Source: an optimization exercise on an open RTL-to-GDS flow (aim: small area). Production flows keep margins and buffers that such runs may drop.
Only simulation tests tie the RTL to the original design; equivalence was not proved.

==> garnet <==
Design sd_dac_top, start of the top module:
module sd_dac_top (
    input               clk,
    input               rst_n,
    input               tone_en,
    input        [31:0] phase_increment,
    input signed [15:0] sample_in,
    output              sample_strobe,
    output              output_pdm_p,
    output              output_pdm_n
);
==> module sigma_delta_modulator, before the edit <==
module sigma_delta_modulator (
    input  wire        clk,
    input  wire        rst_n,
    input  wire [15:0] in,
    output wire        out
);
    reg [20:0] s1, w1;
    reg        fb_valid, fb_neg;
    wire [20:0] sd_in = {{5{in[15]}}, in};
    wire [20:0] my1  = fb_valid ? (fb_neg ? 21'h00C000 : 21'h1F4000) : 21'd0;
    wire [20:0] my2  = fb_valid ? (fb_neg ? 21'h018000 : 21'h1E8000) : 21'd0;
    wire [20:0] s, w;
    csa3 #(21) add_s (.a(s1), .b(sd_in), .c(my1), .ci(1'b0), .s(s));
    wire [20:0] ps1 = w1 ^ s1 ^ sd_in;
    wire [20:0] pc1 = (w1 & s1) | (sd_in & (w1 ^ s1));
    csa3 #(21) add_w (.a(ps1), .b({pc1[19:0], 1'b0}), .c(my2), .ci(1'b0), .s(w));
    always @(posedge clk or negedge rst_n) begin
        if (!rst_n) begin
            s1 <= 21'd0; w1 <= 21'd0; fb_valid <= 1'b0; fb_neg <= 1'b0;
        end else begin
            s1 <= s; w1 <= w; fb_valid <= 1'b1; fb_neg <= w[20];
        end
    end
    assign out = fb_valid & ~fb_neg;
endmodule
==> module sched_rom, before the edit <==
module sched_rom (
    input  wire [6:0]  N,
    output wire [7:0]  xs,      
    output wire        x8,      
    output wire [1:0]  ms,      
    output wire        mf,      
    output wire        mt,      
    output wire        m2s,     
    output wire        swap,    
    output wire        first,   
    output wire [5:0]  cidx     
);
    wire [21:0] word;
    assign word = (N[6] ? (N[5] ? (N[4] ? (N[3] ? (N[2] ? (N[1] ? (N[0] ? 22'h2bc080 : 22'h85200) : (N[0] ? 22'h2d0001 : 22'h60040)) : (N[1] ? (N[0] ? 22'h2b0002 : 22'h234002) : (N[0] ? 22'h141200 : 22'h222000))) : (N[2] ? (N[1] ? (N[0] ? 22'h1ac020 : 22'h190020) : (N[0] ? 22'hf0080 : 22'h240002)) : (N[1] ? (N[0] ? 22'h154002 : 22'h115200) : (N[0] ? 22'h2a4001 : 22'ha1200)))) : (N[3] ? (N[2] ? (N[1] ? (N[0] ? 22'h224008 : 22'h234040) : (N[0] ? 22'h82000 : 22'h1a2000)) : (N[1] ? (N[0] ? 22'h14a000 : 22'h50a01) : (N[0] ? 22'h2c0c08 : 22'h170a02))) : (N[2] ? (N[1] ? (N[0] ? 22'h1e0c10 : 22'h250a04) : (N[0] ? 22'hecc20 : 22'h270001)) : (N[1] ? (N[0] ? 22'h124010 : 22'h224002) : (N[0] ? 22'h294100 : 22'h115400))))) : (N[4] ? (N[3] ? (N[2] ? (N[1] ? (N[0] ? 22'h260001 : 22'h280001) : (N[0] ? 22'h30004 : 22'h190080)) : (N[1] ? (N[0] ? 22'h294100 : 22'h142000) : (N[0] ? 22'h1a2000 : 22'h86000))) : (N[2] ? (N[1] ? (N[0] ? 22'h20004 : 22'h1f0008) : (N[0] ? 22'hf4008 : 22'had400)) : (N[1] ? (N[0] ? 22'h1d4004 : 22'ha2000) : (N[0] ? 22'h112000 : 22'h226000)))) : (N[3] ? (N[2] ? (N[1] ? (N[0] ? 22'h204004 : 22'h1a0080) : (N[0] ? 22'h85400 : 22'h1d4008)) : (N[1] ? (N[0] ? 22'h14d400 : 22'h1b0040) : (N[0] ? 22'hb0020 : 22'h100001))) : (N[2] ? (N[1] ? (N[0] ? 22'hc0008 : 22'h100004) : (N[0] ? 22'h10004 : 22'h130080)) : (N[1] ? (N[0] ? 22'h134008 : 22'ha6000) : (N[0] ? 22'h1c0080 : 22'h124004)))))) : (N[5] ? (N[4] ? (N[3] ? (N[2] ? (N[1] ? (N[0] ? 22'h1a5200 : 22'h60020) : (N[0] ? 22'h210080 : 22'h2d4080)) : (N[1] ? (N[0] ? 22'h222000 : 22'h84020) : (N[0] ? 22'h210001 : 22'h70020))) : (N[2] ? (N[1] ? (N[0] ? 22'h274010 : 22'h144040) : (N[0] ? 22'h34002 : 22'h11e000)) : (N[1] ? (N[0] ? 22'h44004 : 22'ha4008) : (N[0] ? 22'h1f4080 : 22'h110010)))) : (N[3] ? (N[2] ? (N[1] ? (N[0] ? 22'h221400 : 22'h142000) : (N[0] ? 22'h82000 : 22'h1ae000)) : (N[1] ? (N[0] ? 22'h184004 : 22'h254a10) : (N[0] ? 22'h1b4010 : 22'h170a20))) : (N[2] ? (N[1] ? (N[0] ? 22'he0c01 : 22'h0) : (N[0] ? 22'h1e0c02 : 22'h50c40)) : (N[1] ? (N[0] ? 22'h2c8c04 : 22'h1a2000) : (N[0] ? 22'h114001 : 22'h180001))))) : (N[4] ? (N[3] ? (N[2] ? (N[1] ? (N[0] ? 22'h150004 : 22'hc4008) : (N[0] ? 22'h146000 : 22'hd4010)) : (N[1] ? (N[0] ? 22'ha4001 : 22'h90080) : (N[0] ? 22'h0 : 22'h280080))) : (N[2] ? (N[1] ? (N[0] ? 22'h260080 : 22'h164080) : (N[0] ? 22'h86000 : 22'h74080)) : (N[1] ? (N[0] ? 22'h229400 : 22'ha2000) : (N[0] ? 22'h140080 : 22'h226000)))) : (N[3] ? (N[2] ? (N[1] ? (N[0] ? 22'h24040 : 22'h116000) : (N[0] ? 22'h164080 : 22'h1a1400)) : (N[1] ? (N[0] ? 22'h8c080 : 22'h10002) : (N[0] ? 22'h90080 : 22'h40080))) : (N[2] ? (N[1] ? (N[0] ? 22'h1c0010 : 22'h240080) : (N[0] ? 22'h2a0080 : 22'h200004)) : (N[1] ? (N[0] ? 22'hb4080 : 22'ha6000) : (N[0] ? 22'hd4004 : 22'h116000)))))));
    assign {cidx[5], cidx[4], cidx[3], cidx[2], cidx[1], cidx[0], first, swap, m2s, mt, mf, ms[1], ms[0], x8, xs[7], xs[6], xs[5], xs[4], xs[3], xs[2], xs[1], xs[0]} = word;
endmodule
export LEC_CHECK = 0
export ABC_AREA = 1
export CAP_MARGIN = 10
export CORE_MARGIN = 2
export CORE_UTILIZATION = 40
export CTS_BUF_LIST = sky130_fd_sc_hd__clkbuf_8
export CTS_CLUSTER_DIAMETER = 100
export CTS_CLUSTER_SIZE = 15
export GPL_TIMING_DRIVEN = 0
export SLEW_MARGIN = 10
create_clock -name core_clock -period 15.0 [get_ports {clk}]
standard.sh (not shown) runs the stock make flow with config.mk's settings and CLKGATE_MAP_FILE= SYNTH_SCRIPT=/design/flow/synth_recipe.tcl, a recipe that flattens the netlist after the stock synthesis.
==> flow/flow/run.sh <==
#!/bin/bash
# The standard layout, with a different synthesis of the same RTL:
#  - the standard synthesis is run first, for the names and cell types of its registers;
#  - then the whole flow runs with flow/synth.tcl as the synthesis script (Yosys's quick ABC pass
#    skipped, registers renamed to the standard names) and with flow/abc_area.script, an
#    area-oriented ABC script, in a copy of ORFS's scripts (ABC_AREA=1 in config.mk selects it);
#  - the input and output ports are buffered with sky130_fd_sc_hd__buf_1.
# Each step's full output: standard_synth.log, flow.log, and ORFS's logs under orfs/logs.
set -euo pipefail
W=$(pwd)
RES="$W/orfs/results/$FLOW_PLATFORM/sd_dac_top/base"

bash "$W/standard.sh" synth > "$W/standard_synth.log" 2>&1
python3 "$W/flow/regs.py" "$RES/1_2_yosys.v" > "$W/standard_regs.txt"
cp "$RES/1_2_yosys.v" "$W/standard_synth.v"
rm -rf "$W/orfs"

rm -rf "$W/scripts"
cp -r "$FLOW_HOME/scripts" "$W/scripts"
cp "$W/flow/abc_area.script" "$W/scripts/abc_area.script"
REF_REGS="$W/standard_regs.txt" bash "$W/standard.sh" SCRIPTS_DIR="$W/scripts" \
  SYNTH_SCRIPT="$W/flow/synth.tcl" BUFFER_PORTS_ARGS="-buffer_cell sky130_fd_sc_hd__buf_1" finish > "$W/flow.log" 2>&1
Other scripts of this flow, unchanged in this note and not shown: flow/flow/abc_area.script, flow/flow/regs.py, flow/flow/synth.tcl
==> nickel (differences from garnet) <==
--- a/flow/design.v
+++ b/flow/design.v
@@ -91,7 +91,7 @@
     wire [20:0] sd_in = {{5{in[15]}}, in};
     wire [20:0] my1  = fb_valid ? (fb_neg ? 21'h00C000 : 21'h1F4000) : 21'd0;
     wire [20:0] my2  = fb_valid ? (fb_neg ? 21'h018000 : 21'h1E8000) : 21'd0;
-    wire [20:0] s, w;
+    wire [20:0] s, w, t;
     csa3 #(21) add_s (.a(s1), .b(sd_in), .c(my1), .ci(1'b0), .s(s));
     wire [20:0] ps1 = w1 ^ s1 ^ sd_in;
     wire [20:0] pc1 = (w1 & s1) | (sd_in & (w1 ^ s1));
@@ -117,9 +117,9 @@
     output wire        first,   
     output wire [5:0]  cidx     
 );
-    wire [21:0] word;
-    assign word = (N[6] ? (N[5] ? (N[4] ? (N[3] ? (N[2] ? (N[1] ? (N[0] ? 22'h2bc080 : 22'h85200) : (N[0] ? 22'h2d0001 : 22'h60040)) : (N[1] ? (N[0] ? 22'h2b0002 : 22'h234002) : (N[0] ? 22'h141200 : 22'h222000))) : (N[2] ? (N[1] ? (N[0] ? 22'h1ac020 : 22'h190020) : (N[0] ? 22'hf0080 : 22'h240002)) : (N[1] ? (N[0] ? 22'h154002 : 22'h115200) : (N[0] ? 22'h2a4001 : 22'ha1200)))) : (N[3] ? (N[2] ? (N[1] ? (N[0] ? 22'h224008 : 22'h234040) : (N[0] ? 22'h82000 : 22'h1a2000)) : (N[1] ? (N[0] ? 22'h14a000 : 22'h50a01) : (N[0] ? 22'h2c0c08 : 22'h170a02))) : (N[2] ? (N[1] ? (N[0] ? 22'h1e0c10 : 22'h250a04) : (N[0] ? 22'hecc20 : 22'h270001)) : (N[1] ? (N[0] ? 22'h124010 : 22'h224002) : (N[0] ? 22'h294100 : 22'h115400))))) : (N[4] ? (N[3] ? (N[2] ? (N[1] ? (N[0] ? 22'h260001 : 22'h280001) : (N[0] ? 22'h30004 : 22'h190080)) : (N[1] ? (N[0] ? 22'h294100 : 22'h142000) : (N[0] ? 22'h1a2000 : 22'h86000))) : (N[2] ? (N[1] ? (N[0] ? 22'h20004 : 22'h1f0008) : (N[0] ? 22'hf4008 : 22'had400)) : (N[1] ? (N[0] ? 22'h1d4004 : 22'ha2000) : (N[0] ? 22'h112000 : 22'h226000)))) : (N[3] ? (N[2] ? (N[1] ? (N[0] ? 22'h204004 : 22'h1a0080) : (N[0] ? 22'h85400 : 22'h1d4008)) : (N[1] ? (N[0] ? 22'h14d400 : 22'h1b0040) : (N[0] ? 22'hb0020 : 22'h100001))) : (N[2] ? (N[1] ? (N[0] ? 22'hc0008 : 22'h100004) : (N[0] ? 22'h10004 : 22'h130080)) : (N[1] ? (N[0] ? 22'h134008 : 22'ha6000) : (N[0] ? 22'h1c0080 : 22'h124004)))))) : (N[5] ? (N[4] ? (N[3] ? (N[2] ? (N[1] ? (N[0] ? 22'h1a5200 : 22'h60020) : (N[0] ? 22'h210080 : 22'h2d4080)) : (N[1] ? (N[0] ? 22'h222000 : 22'h84020) : (N[0] ? 22'h210001 : 22'h70020))) : (N[2] ? (N[1] ? (N[0] ? 22'h274010 : 22'h144040) : (N[0] ? 22'h34002 : 22'h11e000)) : (N[1] ? (N[0] ? 22'h44004 : 22'ha4008) : (N[0] ? 22'h1f4080 : 22'h110010)))) : (N[3] ? (N[2] ? (N[1] ? (N[0] ? 22'h221400 : 22'h142000) : (N[0] ? 22'h82000 : 22'h1ae000)) : (N[1] ? (N[0] ? 22'h184004 : 22'h254a10) : (N[0] ? 22'h1b4010 : 22'h170a20))) : (N[2] ? (N[1] ? (N[0] ? 22'he0c01 : 22'h0) : (N[0] ? 22'h1e0c02 : 22'h50c40)) : (N[1] ? (N[0] ? 22'h2c8c04 : 22'h1a2000) : (N[0] ? 22'h114001 : 22'h180001))))) : (N[4] ? (N[3] ? (N[2] ? (N[1] ? (N[0] ? 22'h150004 : 22'hc4008) : (N[0] ? 22'h146000 : 22'hd4010)) : (N[1] ? (N[0] ? 22'ha4001 : 22'h90080) : (N[0] ? 22'h0 : 22'h280080))) : (N[2] ? (N[1] ? (N[0] ? 22'h260080 : 22'h164080) : (N[0] ? 22'h86000 : 22'h74080)) : (N[1] ? (N[0] ? 22'h229400 : 22'ha2000) : (N[0] ? 22'h140080 : 22'h226000)))) : (N[3] ? (N[2] ? (N[1] ? (N[0] ? 22'h24040 : 22'h116000) : (N[0] ? 22'h164080 : 22'h1a1400)) : (N[1] ? (N[0] ? 22'h8c080 : 22'h10002) : (N[0] ? 22'h90080 : 22'h40080))) : (N[2] ? (N[1] ? (N[0] ? 22'h1c0010 : 22'h240080) : (N[0] ? 22'h2a0080 : 22'h200004)) : (N[1] ? (N[0] ? 22'hb4080 : 22'ha6000) : (N[0] ? 22'hd4004 : 22'h116000)))))));
-    assign {cidx[5], cidx[4], cidx[3], cidx[2], cidx[1], cidx[0], first, swap, m2s, mt, mf, ms[1], ms[0], x8, xs[7], xs[6], xs[5], xs[4], xs[3], xs[2], xs[1], xs[0]} = word;
+    wire [21:0] ctl;
+    assign ctl = (N[6] ? (N[5] ? (N[4] ? (N[3] ? (N[2] ? (N[1] ? (N[0] ? 22'h2bc080 : 22'h85200) : (N[0] ? 22'h2d0001 : 22'h60040)) : (N[1] ? (N[0] ? 22'h2b0002 : 22'h234002) : (N[0] ? 22'h141200 : 22'h222000))) : (N[2] ? (N[1] ? (N[0] ? 22'h1ac020 : 22'h190020) : (N[0] ? 22'hf0080 : 22'h240002)) : (N[1] ? (N[0] ? 22'h154002 : 22'h115200) : (N[0] ? 22'h2a4001 : 22'ha1200)))) : (N[3] ? (N[2] ? (N[1] ? (N[0] ? 22'h224008 : 22'h234040) : (N[0] ? 22'h82000 : 22'h1a2000)) : (N[1] ? (N[0] ? 22'h14a000 : 22'h50a01) : (N[0] ? 22'h2c0c08 : 22'h170a02))) : (N[2] ? (N[1] ? (N[0] ? 22'h1e0c10 : 22'h250a04) : (N[0] ? 22'hecc20 : 22'h270001)) : (N[1] ? (N[0] ? 22'h124010 : 22'h224002) : (N[0] ? 22'h294100 : 22'h115400))))) : (N[4] ? (N[3] ? (N[2] ? (N[1] ? (N[0] ? 22'h260001 : 22'h280001) : (N[0] ? 22'h30004 : 22'h190080)) : (N[1] ? (N[0] ? 22'h294100 : 22'h142000) : (N[0] ? 22'h1a2000 : 22'h86000))) : (N[2] ? (N[1] ? (N[0] ? 22'h20004 : 22'h1f0008) : (N[0] ? 22'hf4008 : 22'had400)) : (N[1] ? (N[0] ? 22'h1d4004 : 22'ha2000) : (N[0] ? 22'h112000 : 22'h226000)))) : (N[3] ? (N[2] ? (N[1] ? (N[0] ? 22'h204004 : 22'h1a0080) : (N[0] ? 22'h85400 : 22'h1d4008)) : (N[1] ? (N[0] ? 22'h14d400 : 22'h1b0040) : (N[0] ? 22'hb0020 : 22'h100001))) : (N[2] ? (N[1] ? (N[0] ? 22'hc0008 : 22'h100004) : (N[0] ? 22'h10004 : 22'h130080)) : (N[1] ? (N[0] ? 22'h134008 : 22'ha6000) : (N[0] ? 22'h1c0080 : 22'h124004)))))) : (N[5] ? (N[4] ? (N[3] ? (N[2] ? (N[1] ? (N[0] ? 22'h1a5200 : 22'h60020) : (N[0] ? 22'h210080 : 22'h2d4080)) : (N[1] ? (N[0] ? 22'h222000 : 22'h84020) : (N[0] ? 22'h210001 : 22'h70020))) : (N[2] ? (N[1] ? (N[0] ? 22'h274010 : 22'h144040) : (N[0] ? 22'h34002 : 22'h11e000)) : (N[1] ? (N[0] ? 22'h44004 : 22'ha4008) : (N[0] ? 22'h1f4080 : 22'h110010)))) : (N[3] ? (N[2] ? (N[1] ? (N[0] ? 22'h221400 : 22'h142000) : (N[0] ? 22'h82000 : 22'h1ae000)) : (N[1] ? (N[0] ? 22'h184004 : 22'h254a10) : (N[0] ? 22'h1b4010 : 22'h170a20))) : (N[2] ? (N[1] ? (N[0] ? 22'he0c01 : 22'h0) : (N[0] ? 22'h1e0c02 : 22'h50c40)) : (N[1] ? (N[0] ? 22'h2c8c04 : 22'h1a2000) : (N[0] ? 22'h114001 : 22'h180001))))) : (N[4] ? (N[3] ? (N[2] ? (N[1] ? (N[0] ? 22'h150004 : 22'hc4008) : (N[0] ? 22'h146000 : 22'hd4010)) : (N[1] ? (N[0] ? 22'ha4001 : 22'h90080) : (N[0] ? 22'h0 : 22'h280080))) : (N[2] ? (N[1] ? (N[0] ? 22'h260080 : 22'h164080) : (N[0] ? 22'h86000 : 22'h74080)) : (N[1] ? (N[0] ? 22'h229400 : 22'ha2000) : (N[0] ? 22'h140080 : 22'h226000)))) : (N[3] ? (N[2] ? (N[1] ? (N[0] ? 22'h24040 : 22'h116000) : (N[0] ? 22'h164080 : 22'h1a1400)) : (N[1] ? (N[0] ? 22'h8c080 : 22'h10002) : (N[0] ? 22'h90080 : 22'h40080))) : (N[2] ? (N[1] ? (N[0] ? 22'h1c0010 : 22'h240080) : (N[0] ? 22'h2a0080 : 22'h200004)) : (N[1] ? (N[0] ? 22'hb4080 : 22'ha6000) : (N[0] ? 22'hd4004 : 22'h116000)))))));
+    assign {cidx[5], cidx[4], cidx[3], cidx[2], cidx[1], cidx[0], first, swap, m2s, mt, mf, ms[1], ms[0], x8, xs[7], xs[6], xs[5], xs[4], xs[3], xs[2], xs[1], xs[0]} = ctl;
 endmodule
 module coef_rom (input wire [5:0] cidx, output wire [18:0] coef);
     assign coef = (cidx[5] ? (cidx[4] ? 19'h0 : (cidx[3] ? (cidx[2] ? (cidx[1] ? 19'h0 : (cidx[0] ? 19'h4a2a7 : 19'h279b5)) : (cidx[1] ? (cidx[0] ? 19'h1fc88 : 19'h69d79) : (cidx[0] ? 19'h1459f : 19'h10af0))) : (cidx[2] ? (cidx[1] ? (cidx[0] ? 19'h72e4f : 19'ha8ee) : (cidx[0] ? 19'h7580f : 19'h775c9)) : (cidx[1] ? (cidx[0] ? 19'h7223 : 19'h70db) : (cidx[0] ? 19'h7a143 : 19'h4ecd))))) : (cidx[4] ? (cidx[3] ? (cidx[2] ? (cidx[1] ? (cidx[0] ? 19'h7be77 : 19'h3e9e) : (cidx[0] ? 19'h3665 : 19'h7d303)) : (cidx[1] ? (cidx[0] ? 19'h2509 : 19'h2240) : (cidx[0] ? 19'h7e1b2 : 19'h18a0))) : (cidx[2] ? (cidx[1] ? (cidx[0] ? 19'h7eb2a : 19'h7ec27) : (cidx[0] ? 19'hfda : 19'h7f1ed)) : (cidx[1] ? (cidx[0] ? 19'h7f378 : 19'h9cb) : (cidx[0] ? 19'h7f807 : 19'h7f872)))) : (cidx[3] ? (cidx[2] ? (cidx[1] ? (cidx[0] ? 19'h5be : 19'h529) : (cidx[0] ? 19'h7fbb4 : 19'h328)) : (cidx[1] ? (cidx[0] ? 19'h7fdbb : 19'h1d9) : (cidx[0] ? 19'h198 : 19'h119))) : (cidx[2] ? (cidx[1] ? (cidx[0] ? 19'h7feea : 19'hb7) : (cidx[0] ? 19'h7ff49 : 19'h7ff8d)) : (cidx[1] ? (cidx[0] ? 19'h45 : 19'h7ffda) : (cidx[0] ? 19'h16 : 19'h0))))));
==> summary.md <==
| Metric | Value |
|---|---|
| Status | `finished clean` |
| Multiplexer share of the synthesized area | `0.006875` |
| Reg2Reg Depth | `35` |
| Signal buffers | `93` |
| Hold EP | `r1[324]$_DFF_P_` |
| Post-synthesis cell area | `53690 um2` |
| Peak supply drop | `0.0001162 V` |
| Avg Vias per Cell | `5.006` |
| Initial drt markers | `2437` |
| Starting Density | `0.4028` |
| Non-clock buffers, area share | `0.01573` |
That was nickel.
==> summary.md <==
| Metric | Value |
|---|---|
| Status | `finished clean` |
| Peak supply drop | `0.00009872 V` |
| Signal buffers | `96` |
| Avg Vias per Cell | `4.999` |
| Multiplexer share of the synthesized area | `0.006669` |
| Hold EP | `r1[241]$_DFF_P_` |
| Non-clock buffers, area share | `0.01574` |
| Reg2Reg Depth | `31` |
That was garnet.

## separate check: timing with driven ports
Ports are ideal in the flow. The routed layouts listed here were re-timed in OpenROAD.
Step 1 sets driving cells, clkbuf_16 on the clock port and buf_2 on the other inputs (assumed; they add their load-dependent delay and slew).
Step 2 adds t to the input delays and takes it off the output delays; t is the mean of the earliest and latest rising clock arrival at the registers after step 1. Input paths then give back, and output paths get back, about the clock's delay inside the block.
Slacks: no drivers / after step 1 / after step 2; pairs: no drivers / after step 1.
run | t (ns) | setup WS [ns] | hold slack, ns | clock arrival spread, ns | pins driven straight from the clock port
garnet | 0.887 | 0.515 / 0.556 / -0.331 | 0.290 / 0.290 / 0.290 | 0.061 / 0.061 | 1
nickel | 0.871 | 0.465 / 0.506 / -0.366 | 0.289 / 0.289 / 0.289 | 0.062 / 0.063 | 1
Met with ideal ports but missed after step 2: setup timing in garnet and nickel. The setup slack of garnet, which loses most, moves by +0.041 ns with the drivers and by -0.846 ns with both steps.
